What follows belongs to an exercise in optimizing a design on an open flow for a short achievable clock period and few clock cycles; a production flow would make more cautious choices. Only simulation tests tie the RTL to the original design; equivalence was not proved. No activity file was given, so power comes from the tool's default toggle rates.

==> trial 86 <==
## rv32i_cpu
module rv32i_cpu (
    input  wire        clk,
    input  wire        reset,
    output wire [31:0] imem_addr,
    input  wire [31:0] imem_rdata,
    output wire [31:0] dmem_addr,
    output wire [31:0] dmem_wdata,
    output wire        dmem_we,
    output wire [3:0]  dmem_be,
    input  wire [31:0] dmem_rdata
);
Settings: LEC_CHECK=0, ABC_CLOCK_PERIOD_IN_PS=2500, CAP_MARGIN=20, CORE_MARGIN=2, CORE_UTILIZATION=40, SETUP_SLACK_MARGIN=5, SLEW_MARGIN=20; clock period 8.0 ns.
run.sh (not shown) runs the stock make flow with config.mk's settings and CLKGATE_MAP_FILE= SYNTH_SCRIPT=/design/flow/synth_recipe.tcl, a recipe that flattens the netlist after the stock synthesis.
==> inputs of build 48, as changes to trial 86 <==
--- a/flow/design.v
+++ b/flow/design.v
@@ -6,16 +6,18 @@
     input  wire [31:0] imem_rdata,
     output wire [31:0] dmem_addr,
     output wire [31:0] dmem_wdata,
     output wire        dmem_we,
     output wire [3:0]  dmem_be,
     input  wire [31:0] dmem_rdata
 );
-    reg  [29:0] pa, pt;
-    wire [29:0] pc = pa | pt;
+    reg  [29:0] pa;
+    reg  [7:0]  pt;
+    wire [29:0] pc = {pa[29:8], pa[7:0] | pt};
+    wire        c8 = &pc[7:0];
     reg         f_valid;
     reg  [29:0] f_pc;
     reg  [31:0] f_ins;
     reg  [29:0] f_pc1;                             
     reg  [10:0] f_tbl;                             
     reg         f_lxhit;                           
     reg         f_r, f_i, f_ld, f_st, f_br, f_jal, f_jalr, f_lui, f_auipc;
@@ -74,35 +76,37 @@
     wire f3_eqge = (fi[14:12] == 3'b000) | (fi[14:12] == 3'b101) | (fi[14:12] == 3'b111);
     wire take_bf = fi_br & ~fi[31] & ~fi[30] & ~fi[7] & ~bsum[8] & same_rs & f3_eqge;
     wire take_b = take_bb | take_bf;
     wire [7:0]  jlo  = fi[29:22];
     wire [8:0]  jsum = {1'b0, pc[7:0]} + {1'b0, jlo};
     wire j_short = (fi[30] == fi[31]) & (fi[20] == fi[31]) & (fi[19:12] == {8{fi[31]}});
     wire take_j = fi_jal & j_short & (jsum[8] == fi[31]);
-    wire take   = take_b | take_j;
+    wire take   = (take_b | take_j) & ~c8;
     wire [29:0] pc_inc   = pc + 30'd1;
     wire [29:0] fi_bw    = {{20{fi[31]}}, fi[7], fi[30:25], fi[11:9]};
     wire [29:0] fi_jw    = {{12{fi[31]}}, fi[19:12], fi[20], fi[30:22]};
-    wire [29:0] t_bj     = {pc[29:8], fi_jal ? jsum[7:0] : bsum[7:0]};
+    wire [7:0]  t_lo     = fi_jal ? jsum[7:0] : bsum[7:0];
     wire        ex_go   = ex_redirect & ~mem_redirect;
     wire        seq      = ~mem_redirect & ~id_redir0 & ~stall;
     wire        hold     = ~mem_redirect & ~id_redir0 & stall;
     wire [29:0] pa_other = mem_redirect ? mem_target : id_redir0 ? id_target : pa;
-    wire        s_inc    = ~ex_go & seq & ~take;
+    wire        s_inc    = ~ex_go & seq & ~take;   
     wire        s_tgt    = ~ex_go & seq &  take;
     wire        s_oth    = ~ex_go & ~seq;
     wire        s_hold   = ~ex_go & hold;
-    wire [29:0] pa_next  = ({30{ex_go}} & ex_target) | ({30{s_inc}} & pc_inc) |
-                           ({30{s_oth}} & pa_other);
-    wire [29:0] pt_next  = ({30{s_tgt}} & t_bj) | ({30{s_hold}} & pt);
+    wire [21:0] pa_hi_next = ex_go ? ex_target[29:8] : seq ? pc_inc[29:8] : pa_other[29:8];
+    wire [7:0]  pa_lo_next = ({8{ex_go}} & ex_target[7:0]) | ({8{s_inc}} & pc_inc[7:0]) |
+                             ({8{s_oth}} & pa_other[7:0]);
+    wire [29:0] pa_next  = {pa_hi_next, pa_lo_next};
+    wire [7:0]  pt_next  = ({8{s_tgt}} & t_lo) | ({8{s_hold}} & pt);
     assign imem_addr = {pc, 2'b00};
     always @(posedge clk or posedge reset) begin
         if (reset) begin
             pa <= 30'd0;
-            pt <= 30'd0;
+            pt <= 8'd0;
         end else begin
             pa <= pa_next;
             pt <= pt_next;
         end
     end
     always @(posedge clk or posedge reset) begin
         if (reset)
@@ -149,22 +153,23 @@
     wire [29:0] imm_jw = {{12{f_ins[31]}}, f_ins[19:12], f_ins[20], f_ins[30:22]};
     wire [31:0] imm_s  = {{20{f_ins[31]}}, f_ins[31:25], f_ins[11:7]};
     wire [29:0] pc_p1  = f_pc1;
     wire [19:0] pc_up  = f_pc[29:10] + f_ins[31:12];
     wire [31:0] d_pass = f_lui   ? {f_ins[31:12], 12'b0} :
                          f_auipc ? {pc_up, f_pc[9:0], 2'b00} : {pc_p1, 2'b00};
     wire [8:0]  d_bsum  = {1'b0, f_pc[7:0]} + {1'b0, f_ins[29:25], f_ins[11:9]};
-    wire        f_bpred = (f_br & f_ins[31] & f_ins[30] & f_ins[7] & d_bsum[8] & ~f_lxhit) |
+    wire        f_c8    = &f_pc[7:0];
+    wire        f_bpred = ~f_c8 & ((f_br & f_ins[31] & f_ins[30] & f_ins[7] & d_bsum[8] & ~f_lxhit) |
                           (f_br & ~f_ins[31] & ~f_ins[30] & ~f_ins[7] & ~d_bsum[8] &
                            (f_ins[18:15] == f_ins[23:20]) &
-                           ((f3 == 3'b000) | (f3 == 3'b101) | (f3 == 3'b111)));
+                           ((f3 == 3'b000) | (f3 == 3'b101) | (f3 == 3'b111))));
     wire [8:0]  d_jsum  = {1'b0, f_pc[7:0]} + {1'b0, f_ins[29:22]};
     wire        d_jshort = (f_ins[30] == f_ins[31]) & (f_ins[20] == f_ins[31]) &
                            (f_ins[19:12] == {8{f_ins[31]}});
-    wire        f_jpred = d_jshort & (d_jsum[8] == f_ins[31]);
+    wire        f_jpred = ~f_c8 & d_jshort & (d_jsum[8] == f_ins[31]);
     wire [19:0] tb_hi  = (f_tbl[10] == f_ins[31]) ? f_pc[29:10] :
                          f_tbl[10] ? (f_pc[29:10] + 20'd1) : (f_pc[29:10] - 20'd1);
     wire [29:0] alt_b  = {tb_hi, f_tbl[9:0]};
     wire j_fuse = f_jalr & e_wr & (e_rd == rs1) & r_pass;
     wire [31:0] j_sum = e_pass + imm_i;
     wire z_fuse = f_br & ~f3[2] & (rs2 == 4'd0) & e_wr & (e_rd == rs1) & e_addi;
     wire z_zero = (e_a == e_nimm);
@@ -259,18 +264,16 @@
     wire fm0  = (r_sum & ad[0]) | (c_lt & ad[31]) | (r_sltu & ~ad[32]) | c_lta | (c_o & res_o[0]);
     always @(posedge clk) begin
         e_rd   <= rd;
         e_a    <= {fa_d[31:1], fa0};
         e_b    <= {fb_d[31:1], fb0};
         e_bx   <= {fbx_d[31:1], fbx0};
         e_sd   <= d_v2;
-        if (d_shift) begin
-            e_sa <= {fa_d[31:1], fa0};
-            e_sh <= {fb_d[4:1], fb0};
-        end
+        e_sa   <= {fa_d[31:1], fa0} & {32{d_shift}};
+        e_sh   <= {fb_d[4:1], fb0} & {5{d_shift}};
         e_d_m  <= d_ex;
         e_pass <= d_pass;
         r_sum  <= ((f_r | f_i) & f3 == 3'b000) | f_ld | f_st;
         r_sll  <= (f_r | f_i) & f3 == 3'b001;
         r_slt  <= (f_r | f_i) & f3 == 3'b010;
         r_sltu <= (f_r | f_i) & f3 == 3'b011;
         r_xor  <= (f_r | f_i) & f3 == 3'b100;
==> inputs of build 66, as changes to trial 86 <==
--- a/flow/design.v
+++ b/flow/design.v
@@ -12,23 +12,21 @@
 );
     reg  [29:0] pa, pt;
     wire [29:0] pc = pa | pt;
     reg         f_valid;
     reg  [29:0] f_pc;
     reg  [31:0] f_ins;
     reg  [29:0] f_pc1;                             
-    reg  [10:0] f_tbl;                             
-    reg         f_lxhit;                           
+    reg  [29:0] f_tb, f_tj;                        
     reg         f_r, f_i, f_ld, f_st, f_br, f_jal, f_jalr, f_lui, f_auipc;
-    reg         f_use1, f_use2, f_brs2, f_wr;
+    reg         f_use1, f_use2, f_brs2, f_wr, f_bpred, f_jpred;
     reg         lx_valid;
     reg  [7:0]  lx_pc;
     reg         e_wr, e_ld, e_st;                  
     reg         e_beq;                             
-    reg         e_jalu;                            
     reg         e_blt;                             
     reg         e_jalr;                            
     reg  [3:0]  e_rd;
     reg  [31:0] e_a, e_b, e_bx, e_sd, e_pass;      
     reg         r_sum, r_xor, r_or, r_and, r_sll, r_sr, r_slt, r_sltu, r_pass;
     reg         e_sub, e_sra;
     reg  [2:0]  e_f3;
@@ -66,18 +64,15 @@
     wire [31:0] fi = imem_rdata;
     wire fi_br  = (fi[6:0] == 7'b1100011);
     wire fi_jal = (fi[6:0] == 7'b1101111);
     wire [7:0]  blo  = {fi[29:25], fi[11:9]};
     wire [8:0]  bsum = {1'b0, pc[7:0]} + {1'b0, blo};
     wire lx_hit = lx_valid & (pc[7:0] == lx_pc);
     wire take_bb = fi_br & fi[31] & fi[30] & fi[7] & bsum[8] & ~lx_hit;
-    wire same_rs = (fi[18:15] == fi[23:20]);
-    wire f3_eqge = (fi[14:12] == 3'b000) | (fi[14:12] == 3'b101) | (fi[14:12] == 3'b111);
-    wire take_bf = fi_br & ~fi[31] & ~fi[30] & ~fi[7] & ~bsum[8] & same_rs & f3_eqge;
-    wire take_b = take_bb | take_bf;
+    wire take_b = take_bb;
     wire [7:0]  jlo  = fi[29:22];
     wire [8:0]  jsum = {1'b0, pc[7:0]} + {1'b0, jlo};
     wire j_short = (fi[30] == fi[31]) & (fi[20] == fi[31]) & (fi[19:12] == {8{fi[31]}});
     wire take_j = fi_jal & j_short & (jsum[8] == fi[31]);
     wire take   = take_b | take_j;
     wire [29:0] pc_inc   = pc + 30'd1;
     wire [29:0] fi_bw    = {{20{fi[31]}}, fi[7], fi[30:25], fi[11:9]};
@@ -118,16 +113,16 @@
     wire fd_jalr  = (fi[6:0] == 7'b1100111);
     wire fd_lui   = (fi[6:0] == 7'b0110111);
     wire fd_auipc = (fi[6:0] == 7'b0010111);
     always @(posedge clk) begin
         if (!stall) begin
             f_pc     <= pc;
             f_pc1    <= pc_inc;
-            f_tbl    <= {1'b0, pc[9:0]} + {1'b0, fi_bw[9:0]};
-            f_lxhit  <= lx_hit;
+            f_tb     <= pc + fi_bw;
+            f_tj     <= pc + fi_jw;
             f_ins    <= fi;
             f_r      <= fd_r;
             f_i      <= fd_i;
             f_ld     <= fd_ld;
             f_st     <= fd_st;
             f_br     <= fi_br;
             f_jal    <= fd_jal;
@@ -135,49 +130,40 @@
             f_lui    <= fd_lui;
             f_auipc  <= fd_auipc;
             f_use1   <= fd_r | fd_i | fd_ld | fd_st | fi_br | fd_jalr;
             f_use2   <= fd_r | fd_st | fi_br;
             f_brs2   <= fd_r | fi_br;
             f_wr     <= (fd_r | fd_i | fd_ld | fd_jal | fd_jalr | fd_lui | fd_auipc) &
                         (fi[10:7] != 4'd0);
+            f_bpred  <= take_b;
+            f_jpred  <= take_j;
         end
     end
     wire [2:0] f3  = f_ins[14:12];
     wire [3:0] rd  = f_ins[10:7];
     wire [3:0] rs1 = f_ins[18:15];
     wire [3:0] rs2 = f_ins[23:20];
     wire [31:0] imm_i  = {{20{f_ins[31]}}, f_ins[31:20]};
-    wire [29:0] imm_jw = {{12{f_ins[31]}}, f_ins[19:12], f_ins[20], f_ins[30:22]};
     wire [31:0] imm_s  = {{20{f_ins[31]}}, f_ins[31:25], f_ins[11:7]};
     wire [29:0] pc_p1  = f_pc1;
     wire [19:0] pc_up  = f_pc[29:10] + f_ins[31:12];
     wire [31:0] d_pass = f_lui   ? {f_ins[31:12], 12'b0} :
                          f_auipc ? {pc_up, f_pc[9:0], 2'b00} : {pc_p1, 2'b00};
-    wire [8:0]  d_bsum  = {1'b0, f_pc[7:0]} + {1'b0, f_ins[29:25], f_ins[11:9]};
-    wire        f_bpred = (f_br & f_ins[31] & f_ins[30] & f_ins[7] & d_bsum[8] & ~f_lxhit) |
-                          (f_br & ~f_ins[31] & ~f_ins[30] & ~f_ins[7] & ~d_bsum[8] &
-                           (f_ins[18:15] == f_ins[23:20]) &
-                           ((f3 == 3'b000) | (f3 == 3'b101) | (f3 == 3'b111)));
-    wire [8:0]  d_jsum  = {1'b0, f_pc[7:0]} + {1'b0, f_ins[29:22]};
-    wire        d_jshort = (f_ins[30] == f_ins[31]) & (f_ins[20] == f_ins[31]) &
-                           (f_ins[19:12] == {8{f_ins[31]}});
-    wire        f_jpred = d_jshort & (d_jsum[8] == f_ins[31]);
-    wire [19:0] tb_hi  = (f_tbl[10] == f_ins[31]) ? f_pc[29:10] :
-                         f_tbl[10] ? (f_pc[29:10] + 20'd1) : (f_pc[29:10] - 20'd1);
-    wire [29:0] alt_b  = {tb_hi, f_tbl[9:0]};
+    wire [29:0] alt_b  = f_tb;
     wire j_fuse = f_jalr & e_wr & (e_rd == rs1) & r_pass;
     wire [31:0] j_sum = e_pass + imm_i;
     wire z_fuse = f_br & ~f3[2] & (rs2 == 4'd0) & e_wr & (e_rd == rs1) & e_addi;
     wire z_zero = (e_a == e_nimm);
     wire z_taken = z_zero ^ f3[0];
     wire z_mis  = z_fuse & (z_taken ^ f_bpred);
-    wire j_mis  = f_jal & ~f_jpred;                
-    assign id_redir0   = f_valid & (j_fuse | z_mis) & ~mem_redirect;
+    wire j_mis  = f_jal & ~f_jpred;
+    assign id_redir0   = f_valid & (j_mis | j_fuse | z_mis) & ~mem_redirect;
     assign id_redirect = id_redir0 & ~ex_redirect;
-    assign id_target   =                          j_fuse ? j_sum[31:2] :
+    assign id_target   = j_mis  ? f_tj :
+                         j_fuse ? j_sum[31:2] :
                          z_taken ? alt_b : pc_p1;
     wire d_pred = z_fuse ? z_taken : f_bpred;
     wire lx_set = f_valid & z_fuse & f3[0] & z_taken & (e_a == e_nimm2) &
                   ~mem_redirect & ~ex_redirect;
     always @(posedge clk or posedge reset) begin
         if (reset)
             lx_valid <= 1'b0;
@@ -186,15 +172,15 @@
         else if (lx_hit & ~stall)
             lx_valid <= 1'b0;
     end
     always @(posedge clk) begin
         if (lx_set)
             lx_pc <= f_pc[7:0];
     end
-    wire [29:0] d_alt  = f_jal ? (f_pc + imm_jw) : d_pred ? pc_p1 : alt_b;
+    wire [29:0] d_alt  = d_pred ? pc_p1 : alt_b;
     reg  [31:0] ld_val;
     wire [31:0] mem_val = m_ld ? ld_val : m_res;
     wire [31:0] rf1 = (rs1 != 4'd0 && rfv[rs1]) ? rf[rs1] : 32'd0;
     wire [31:0] rf2 = (rs2 != 4'd0 && rfv[rs2]) ? rf[rs2] : 32'd0;
     wire a_mem = m_wr & (m_rd == rs1);
     wire a_wb  = w_wr & (w_rd == rs1);
     wire b_mem = m_wr & (m_rd == rs2);
@@ -212,64 +198,42 @@
     wire kill = mem_redirect | ex_redirect | stall | ~f_valid;
     always @(posedge clk or posedge reset) begin
         if (reset) begin
             e_wr   <= 1'b0;
             e_ld   <= 1'b0;
             e_st   <= 1'b0;
             e_beq  <= 1'b0;
-            e_jalu <= 1'b0;
             e_blt  <= 1'b0;
             e_jalr <= 1'b0;
         end else begin
             e_wr   <= f_wr & ~kill;
             e_ld   <= f_ld & f_wr & ~kill;
             e_st   <= f_st & ~kill;
             e_beq  <= f_br & ~f3[2] & ~kill;
-            e_jalu <= j_mis & ~kill;
             e_blt  <= f_br & f3[2] & ~kill;
             e_jalr <= f_jalr & ~j_fuse & ~kill;
         end
     end
     wire [31:0] sum;
     wire [31:0] res_o;                             
     wire a_s  = a_ex & r_sum;
     wire a_o  = a_ex & ~r_sum;
     wire b_s  = b_ex & r_sum;
     wire b_o  = b_ex & ~r_sum;
-    wire [31:0] A, B;                              
-    wire [32:0] ad;                                
-    wire [31:0] fa_d  = ({32{a_s}} & sum) | ({32{a_o}} & res_o) | ({32{~a_ex}} & d_v1);
-    wire [31:0] fb_d  = ({32{b_s}} & sum) | ({32{b_o}} & res_o) | ({32{~b_ex}} & d_b);
-    wire [31:0] fbx_d = ({32{b_s & ~d_sub}} & sum) | ({32{b_s & d_sub}} & ~sum) |
-                        ({32{b_o}} & (res_o ^ {32{d_sub}})) |
-                        ({32{~b_ex}} & (d_b ^ {32{d_sub}}));
-    wire [31:0] fm_d  = r_sum ? sum : res_o;
-    wire c_x   = A[31] ^ B[31];                    
-    wire c_lt  = r_slt & ~c_x;                     
-    wire c_lta = r_slt & c_x & A[31];              
-    wire c_o   = ~r_sum & ~r_slt & ~r_sltu;
-    wire fa0  = (a_ex & r_sum & ad[0]) | (a_ex & c_lt & ad[31]) | (a_ex & r_sltu & ~ad[32]) |
-                (a_ex & c_lta) | (a_ex & c_o & res_o[0]) | (~a_ex & d_v1[0]);
-    wire fb0  = (b_ex & r_sum & ad[0]) | (b_ex & c_lt & ad[31]) | (b_ex & r_sltu & ~ad[32]) |
-                (b_ex & c_lta) | (b_ex & c_o & res_o[0]) | (~b_ex & d_b[0]);
-    wire fbx0 = (b_ex & r_sum & ~d_sub & ad[0]) | (b_ex & r_sum & d_sub & ~ad[0]) |
-                (b_ex & c_lt & ~d_sub & ad[31]) | (b_ex & c_lt & d_sub & ~ad[31]) |
-                (b_ex & r_sltu & ~d_sub & ~ad[32]) | (b_ex & r_sltu & d_sub & ad[32]) |
-                (b_ex & r_slt & c_x & (A[31] ^ d_sub)) |
-                (b_ex & c_o & (res_o[0] ^ d_sub)) | (~b_ex & (d_b[0] ^ d_sub));
-    wire fm0  = (r_sum & ad[0]) | (c_lt & ad[31]) | (r_sltu & ~ad[32]) | c_lta | (c_o & res_o[0]);
     always @(posedge clk) begin
         e_rd   <= rd;
-        e_a    <= {fa_d[31:1], fa0};
-        e_b    <= {fb_d[31:1], fb0};
-        e_bx   <= {fbx_d[31:1], fbx0};
+        e_a    <= ({32{a_s}} & sum) | ({32{a_o}} & res_o) | ({32{~a_ex}} & d_v1);
+        e_b    <= ({32{b_s}} & sum) | ({32{b_o}} & res_o) | ({32{~b_ex}} & d_b);
+        e_bx   <= ({32{b_s & ~d_sub}} & sum) | ({32{b_s & d_sub}} & ~sum) |
+                  ({32{b_o}} & (res_o ^ {32{d_sub}})) |
+                  ({32{~b_ex}} & (d_b ^ {32{d_sub}}));
         e_sd   <= d_v2;
         if (d_shift) begin
-            e_sa <= {fa_d[31:1], fa0};
-            e_sh <= {fb_d[4:1], fb0};
+            e_sa <= ({32{a_s}} & sum) | ({32{a_o}} & res_o) | ({32{~a_ex}} & d_v1);
+            e_sh <= ({5{b_s}} & sum[4:0]) | ({5{b_o}} & res_o[4:0]) | ({5{~b_ex}} & d_b[4:0]);
         end
         e_d_m  <= d_ex;
         e_pass <= d_pass;
         r_sum  <= ((f_r | f_i) & f3 == 3'b000) | f_ld | f_st;
         r_sll  <= (f_r | f_i) & f3 == 3'b001;
         r_slt  <= (f_r | f_i) & f3 == 3'b010;
         r_sltu <= (f_r | f_i) & f3 == 3'b011;
@@ -284,34 +248,36 @@
         e_pred <= d_pred;
         e_k    <= f3[0] ^ d_pred;
         e_alt  <= d_alt;
         e_addi <= f_i & (f3 == 3'b000);
         e_nimm <= 32'd0 - imm_i;
         e_nimm2 <= 32'd0 - {imm_i[30:0], 1'b0};
     end
-    assign A = e_a;
-    assign B = e_b;
+    wire [31:0] A  = e_a;
+    wire [31:0] B  = e_b;
     wire [31:0] SD = e_d_m ? m_res : e_sd;      
-    assign ad = {1'b0, A} + {1'b0, e_bx} + {32'd0, e_sub};
+    wire [32:0] ad  = {1'b0, A} + {1'b0, e_bx} + {32'd0, e_sub};
     assign sum = ad[31:0];
     wire ltu = ~ad[32];
     wire lt  = (A[31] ^ B[31]) ? A[31] : ad[31];
     wire eq  = (A == B);
     wire [4:0]  sh   = e_sh;
     wire [31:0] sll  = e_sa << sh;
     wire [32:0] sra_in = {e_sra & e_sa[31], e_sa};
     wire [32:0] sr33 = $signed(sra_in) >>> sh;
     wire [31:0] sr   = sr33[31:0];
     assign res_o = ({32{r_xor}}  & (A ^ B))
                  | ({32{r_or}}   & (A | B))
                  | ({32{r_and}}  & (A & B))
                  | ({32{r_sll}}  & sll)
                  | ({32{r_sr}}   & sr)
+                 | ({32{r_slt}}  & {31'd0, lt})
+                 | ({32{r_sltu}} & {31'd0, ltu})
                  | ({32{r_pass}} & e_pass);
-    assign ex_redirect = (e_beq & (eq ^ e_k)) | e_jalu;
+    assign ex_redirect = e_beq & (eq ^ e_k);
     assign ex_target   = e_alt;
     wire blt_taken = (e_f3[1] ? ltu : lt) ^ e_f3[0];
     wire ex_mis    = e_jalr | (e_blt & (blt_taken ^ e_pred));
     reg [3:0]  st_be;
     reg [31:0] st_data;
     always @(*) begin
         case (e_f3[1:0])
@@ -340,15 +306,15 @@
             m_mis <= ex_mis & ~mem_redirect;
         end
     end
     always @(posedge clk) begin
         m_ld    <= e_ld;
         m_jalr  <= e_jalr;
         m_rd    <= e_rd;
-        m_res   <= {fm_d[31:1], fm0};
+        m_res   <= r_sum ? sum : res_o;
         m_alt   <= e_alt;
         m_tgt   <= sum[31:2];
         m_f3    <= e_f3;
         m_be    <= st_be;
         m_wdata <= st_data;
     end
     assign dmem_addr  = m_res;
==> run summary <==
The highest register-to-register slack belongs to trial 86, the lowest to build 66. The lowest global-route usage belongs to build 66, the highest to build 48. Against build 48, the setup slack of trial 86 is worse by 0.020 ns. Core utilization: trial 86 is higher than build 66 (1.0 points). First-iteration DRC count: build 66 > build 48 > trial 86. Clock power: build 48 < trial 86 < build 66. Hold slack, highest first: build 66, trial 86, build 48. The lowest cell area belongs to build 48, the highest to trial 86. Combinational power, highest first: trial 86, build 48, build 66. Maximum frequency: build 48 > trial 86 > build 66.
Testbench counts of trial 86, summed over its fixed seeds: cycles 55,046.
Testbench counts of build 48, summed over its fixed seeds: cycles 55,047.
Testbench counts of build 66, summed over its fixed seeds: cycles 55,422.

-- static timing again, ports no longer ideal --
No port has a modelled driver above. Below, the same layouts with a new extraction and two added sets of constraints. Step 1 sets driving cells, clkbuf_16 on the clock port and buf_2 on the other inputs (assumed; they add their load-dependent delay and slew). Step 2 adds t to the input delays and takes it off the output delays; t is the mean of the earliest and latest rising clock arrival at the registers after step 1. Input paths then give back, and output paths get back, about the clock's delay inside the block. Three values: ideal, step 1, step 2; two values: the first two.
| run | shift t [ns] | setup WS [ns] | clock arrival spread, ns | worst register clock-pin slew, ns | cell pins on the clock port's net |
|---|---|---|---|---|---|
| trial 86 | 0.847 | 4.411 / 4.422 / 3.576 | 0.050 / 0.049 | 0.07 / 0.07 | 1 |
| build 48 | 0.852 | 4.431 / 4.431 / 3.823 | 0.136 / 0.135 | 0.07 / 0.07 | 1 |
| build 66 | 0.869 | 4.372 / 4.372 / 3.612 | 0.050 / 0.050 | 0.07 / 0.07 | 1 |
After both steps every run listed still meets setup and hold. The setup slack of trial 86, which loses most, moves by +0.011 ns with the drivers and by -0.835 ns with both steps.
